From an optimization exercise on the open Yosys and OpenROAD flow, aimed at a short achievable clock period and few clock cycles; shortcuts taken in it are not production practice. Function was checked by simulation only, so behaviour that the tests miss may differ from the original. The flow treats the clock pin as an ideal source. Dropping or thinning the clock tree relies on that and would not hold on a real chip. Power figures rest on the tool's default switching activity, not on a simulated workload.

==> module ShortestPath, before the edit <==
module ShortestPath(Go, Clk, Rst, L_In, M_In, L_Out, P_Out, M_Addr, L_Addr, P_Addr,
				M_En, M_Rw, L_En, L_Rw, P_En, P_Rw, Done);
	input Go;
	input Clk, Rst;
	input [7:0] L_In, M_In;
	output [7:0] L_Out;
	output [7:0] P_Out;
	output [12:0] M_Addr, L_Addr, P_Addr;
	output M_En, M_Rw, L_En, L_Rw, P_En, P_Rw, Done;
	localparam [12:0] LAST = 13'd8191;
	reg        iss;
	reg [12:0] cnt;
	reg        m_en_r;
	reg [12:0] m_addr_r;
	reg        vd;
	reg        v1;
	reg [7:0]  m1;
	reg        v2;
	reg [7:0]  l, h1, h2, h3;
	reg [1:0]  dir2;
	reg        w_en_r;
	reg [7:0]  l_out_r;
	reg [1:0]  p_out_r;
	reg [12:0] l_addr_r, p_addr_r;
	reg        last_o;
	reg        done_r;
	assign M_En   = m_en_r;
	assign M_Rw   = 1'b0;
	assign M_Addr = m_addr_r;
	assign L_En   = w_en_r;
	assign L_Rw   = 1'b1;
	assign L_Addr = l_addr_r;
	assign L_Out  = l_out_r;
	assign P_En   = w_en_r;
	assign P_Rw   = 1'b1;
	assign P_Addr = p_addr_r;
	assign P_Out  = {6'b000010, p_out_r};
	assign Done   = done_r;
	wire [3:0] cell1    = cnt[3:0] - 4'd3;
	wire       fi0      = cell1[3:2] == 2'd0;
	wire       fj0      = cell1[1:0] == 2'd0;
	wire [7:0] left     = l;
	wire [7:0] up       = h3;
	wire [7:0] sum_left = add8(m1, left);
	wire [7:0] sum_up   = add8(m1, up);
	wire       up_lt    = lt8(up, left);
	wire [12:0] idx2    = cnt - 13'd4;
	function lt8(input [7:0] a, input [7:0] b);
		reg [7:0] g, e;
		reg [3:0] g1, e1;
		reg [1:0] g2, e2;
		integer k;
		begin
			g = ~a & b;
			e = ~(a ^ b);
			for (k = 0; k < 4; k = k + 1) begin
				g1[k] = g[2*k+1] | (e[2*k+1] & g[2*k]);
				e1[k] = e[2*k+1] & e[2*k];
			end
			for (k = 0; k < 2; k = k + 1) begin
				g2[k] = g1[2*k+1] | (e1[2*k+1] & g1[2*k]);
				e2[k] = e1[2*k+1] & e1[2*k];
			end
			lt8 = g2[1] | (e2[1] & g2[0]);
		end
	endfunction
	function [7:0] add8(input [7:0] a, input [7:0] b);
		reg [4:0] lo;
		reg [3:0] hi0, hi1;
		begin
			lo  = a[3:0] + b[3:0];
			hi0 = a[7:4] + b[7:4];
			hi1 = a[7:4] + b[7:4] + 4'd1;
			add8 = {lo[4] ? hi1 : hi0, lo[3:0]};
		end
	endfunction
	always @(posedge Clk) begin
		if (Rst) begin
			iss    <= 1'b0;
			m_en_r <= 1'b0;
			vd     <= 1'b0;
			v1     <= 1'b0;
			v2     <= 1'b0;
			w_en_r <= 1'b0;
			last_o <= 1'b0;
			done_r <= 1'b0;
		end else begin
			if (Go)
				iss <= 1'b1;
			else if (iss && cnt == LAST)
				iss <= 1'b0;
			m_en_r <= iss;
			vd     <= m_en_r;
			v1     <= vd;
			v2     <= v1;
			w_en_r <= v2;
			last_o <= v2 && !v1;
			done_r <= last_o;
		end
		cnt      <= (iss || m_en_r || vd || v1 || v2) ? cnt + 13'd1 : 13'd0;
		m_addr_r <= cnt;
		m1 <= M_In;
		if (fi0 && fj0) begin
			l    <= m1;
			dir2 <= 2'b00;        
		end else if (fi0) begin
			l    <= sum_left;
			dir2 <= 2'b01;        
		end else if (fj0) begin
			l    <= sum_up;
			dir2 <= 2'b10;        
		end else if (up_lt) begin
			l    <= sum_up;
			dir2 <= 2'b10;        
		end else begin
			l    <= sum_left;
			dir2 <= 2'b01;        
		end
		h1 <= l;
		h2 <= h1;
		h3 <= h2;
		l_out_r  <= v2 ? l : 8'd0;
		p_out_r  <= dir2;
		l_addr_r <= idx2;
		p_addr_r <= v2 ? idx2 : 13'd0;
	end
endmodule
export LEC_CHECK = 0
export CAP_MARGIN = 20
export CORE_MARGIN = 2
export CORE_UTILIZATION = 40
export SLEW_MARGIN = 20
export TNS_END_PERCENT = 100
create_clock -name core_clock -period 7.0 [get_ports {Clk}]
standard.sh (not shown) runs the stock make flow with config.mk's settings and CLKGATE_MAP_FILE= SYNTH_SCRIPT=/design/flow/synth_recipe.tcl, a recipe that flattens the netlist after the stock synthesis.
==> flow/flow/run.sh <==
#!/bin/bash
# Standard ORFS layout, except that after CTS the clock tree is replaced by one level
# of clock buffers fed straight from the clock port (see flow/clock_tree.tcl), and
# timing repair aims for a slack of 5.1 ns.
set -euo pipefail
here=$(pwd)
bash standard.sh SETUP_SLACK_MARGIN=5.1 POST_CTS_TCL="$here/flow/clock_tree.tcl" finish > standard.log 2>&1
Other scripts of this flow, unchanged in this note and not shown: flow/flow/clock_tree.tcl
Testbench counts at the start, summed over its fixed seeds: cycles 65,588.
Change:
--- a/flow/design.v
+++ b/flow/design.v
@@ -15,10 +15,11 @@
 	reg [12:0] m_addr_r;
 	reg        vd;
 	reg        v1;
 	reg [7:0]  m1;
 	reg        v2;
+	reg [12:0] idx2;
 	reg [7:0]  l, h1, h2, h3;
 	reg [1:0]  dir2;
 	reg        w_en_r;
 	reg [7:0]  l_out_r;
 	reg [1:0]  p_out_r;
@@ -35,38 +36,18 @@
 	assign P_En   = w_en_r;
 	assign P_Rw   = 1'b1;
 	assign P_Addr = p_addr_r;
 	assign P_Out  = {6'b000010, p_out_r};
 	assign Done   = done_r;
-	wire [3:0] cell1    = cnt[3:0] - 4'd3;
+	wire [3:0] cell1    = idx2[3:0] + 4'd1;
 	wire       fi0      = cell1[3:2] == 2'd0;
 	wire       fj0      = cell1[1:0] == 2'd0;
 	wire [7:0] left     = l;
 	wire [7:0] up       = h3;
 	wire [7:0] sum_left = add8(m1, left);
 	wire [7:0] sum_up   = add8(m1, up);
-	wire       up_lt    = lt8(up, left);
-	wire [12:0] idx2    = cnt - 13'd4;
-	function lt8(input [7:0] a, input [7:0] b);
-		reg [7:0] g, e;
-		reg [3:0] g1, e1;
-		reg [1:0] g2, e2;
-		integer k;
-		begin
-			g = ~a & b;
-			e = ~(a ^ b);
-			for (k = 0; k < 4; k = k + 1) begin
-				g1[k] = g[2*k+1] | (e[2*k+1] & g[2*k]);
-				e1[k] = e[2*k+1] & e[2*k];
-			end
-			for (k = 0; k < 2; k = k + 1) begin
-				g2[k] = g1[2*k+1] | (e1[2*k+1] & g1[2*k]);
-				e2[k] = e1[2*k+1] & e1[2*k];
-			end
-			lt8 = g2[1] | (e2[1] & g2[0]);
-		end
-	endfunction
+	wire       up_lt    = up < left;
 	function [7:0] add8(input [7:0] a, input [7:0] b);
 		reg [4:0] lo;
 		reg [3:0] hi0, hi1;
 		begin
 			lo  = a[3:0] + b[3:0];
@@ -96,13 +77,14 @@
 			v2     <= v1;
 			w_en_r <= v2;
 			last_o <= v2 && !v1;
 			done_r <= last_o;
 		end
-		cnt      <= (iss || m_en_r || vd || v1 || v2) ? cnt + 13'd1 : 13'd0;
+		cnt      <= iss ? cnt + 13'd1 : 13'd0;
 		m_addr_r <= cnt;
-		m1 <= M_In;
+		m1   <= M_In;
+		idx2 <= v1 ? idx2 + 13'd1 : 13'h1fff;
 		if (fi0 && fj0) begin
 			l    <= m1;
 			dir2 <= 2'b00;        
 		end else if (fi0) begin
 			l    <= sum_left;
Outcome: The new run completed with no timing, DRC or antenna violations; hold slack is about the same; flip-flop and latch count rose by 15; setup slack barely changes; final cell count came out higher by 3.6%; final area rose by 2.7%; synthesized cell count went up by 5.1%; first-iteration DRC count goes down by 26%; power drops by 34%.
Testbench counts after the change, summed over its fixed seeds: cycles 65,588.
In every run of this note, the design's own scripts or RTL, not TritonCTS, make the clock network.

## static timing again, ports no longer ideal
How much do the figures lean on ideal ports? The routed layouts below were timed once more, with nothing changed but the port constraints.
Step 1 sets driving cells, clkbuf_16 on the clock port and buf_2 on the other inputs (assumed; they add their load-dependent delay and slew).
Step 2, shift: input delay + t, output delay - t, t = (earliest + latest rising clock arrival at the registers) / 2. This alone moves slack from input paths to output paths.
a / b / c = ideal ports / drivers / drivers and shift; a / b = the first two.
run | t (ns) | slack for setup (ns) | clock arrival spread, ns | worst register clock-pin slew, ns
the first run | 0.235 | 5.003 / 4.899 / 5.021 | 0.007 / 0.007 | 0.10 / 0.10
the second run | 0.241 | 5.000 / 4.897 / 5.073 | 0.010 / 0.010 | 0.11 / 0.11
After both steps every run listed still meets setup and hold.
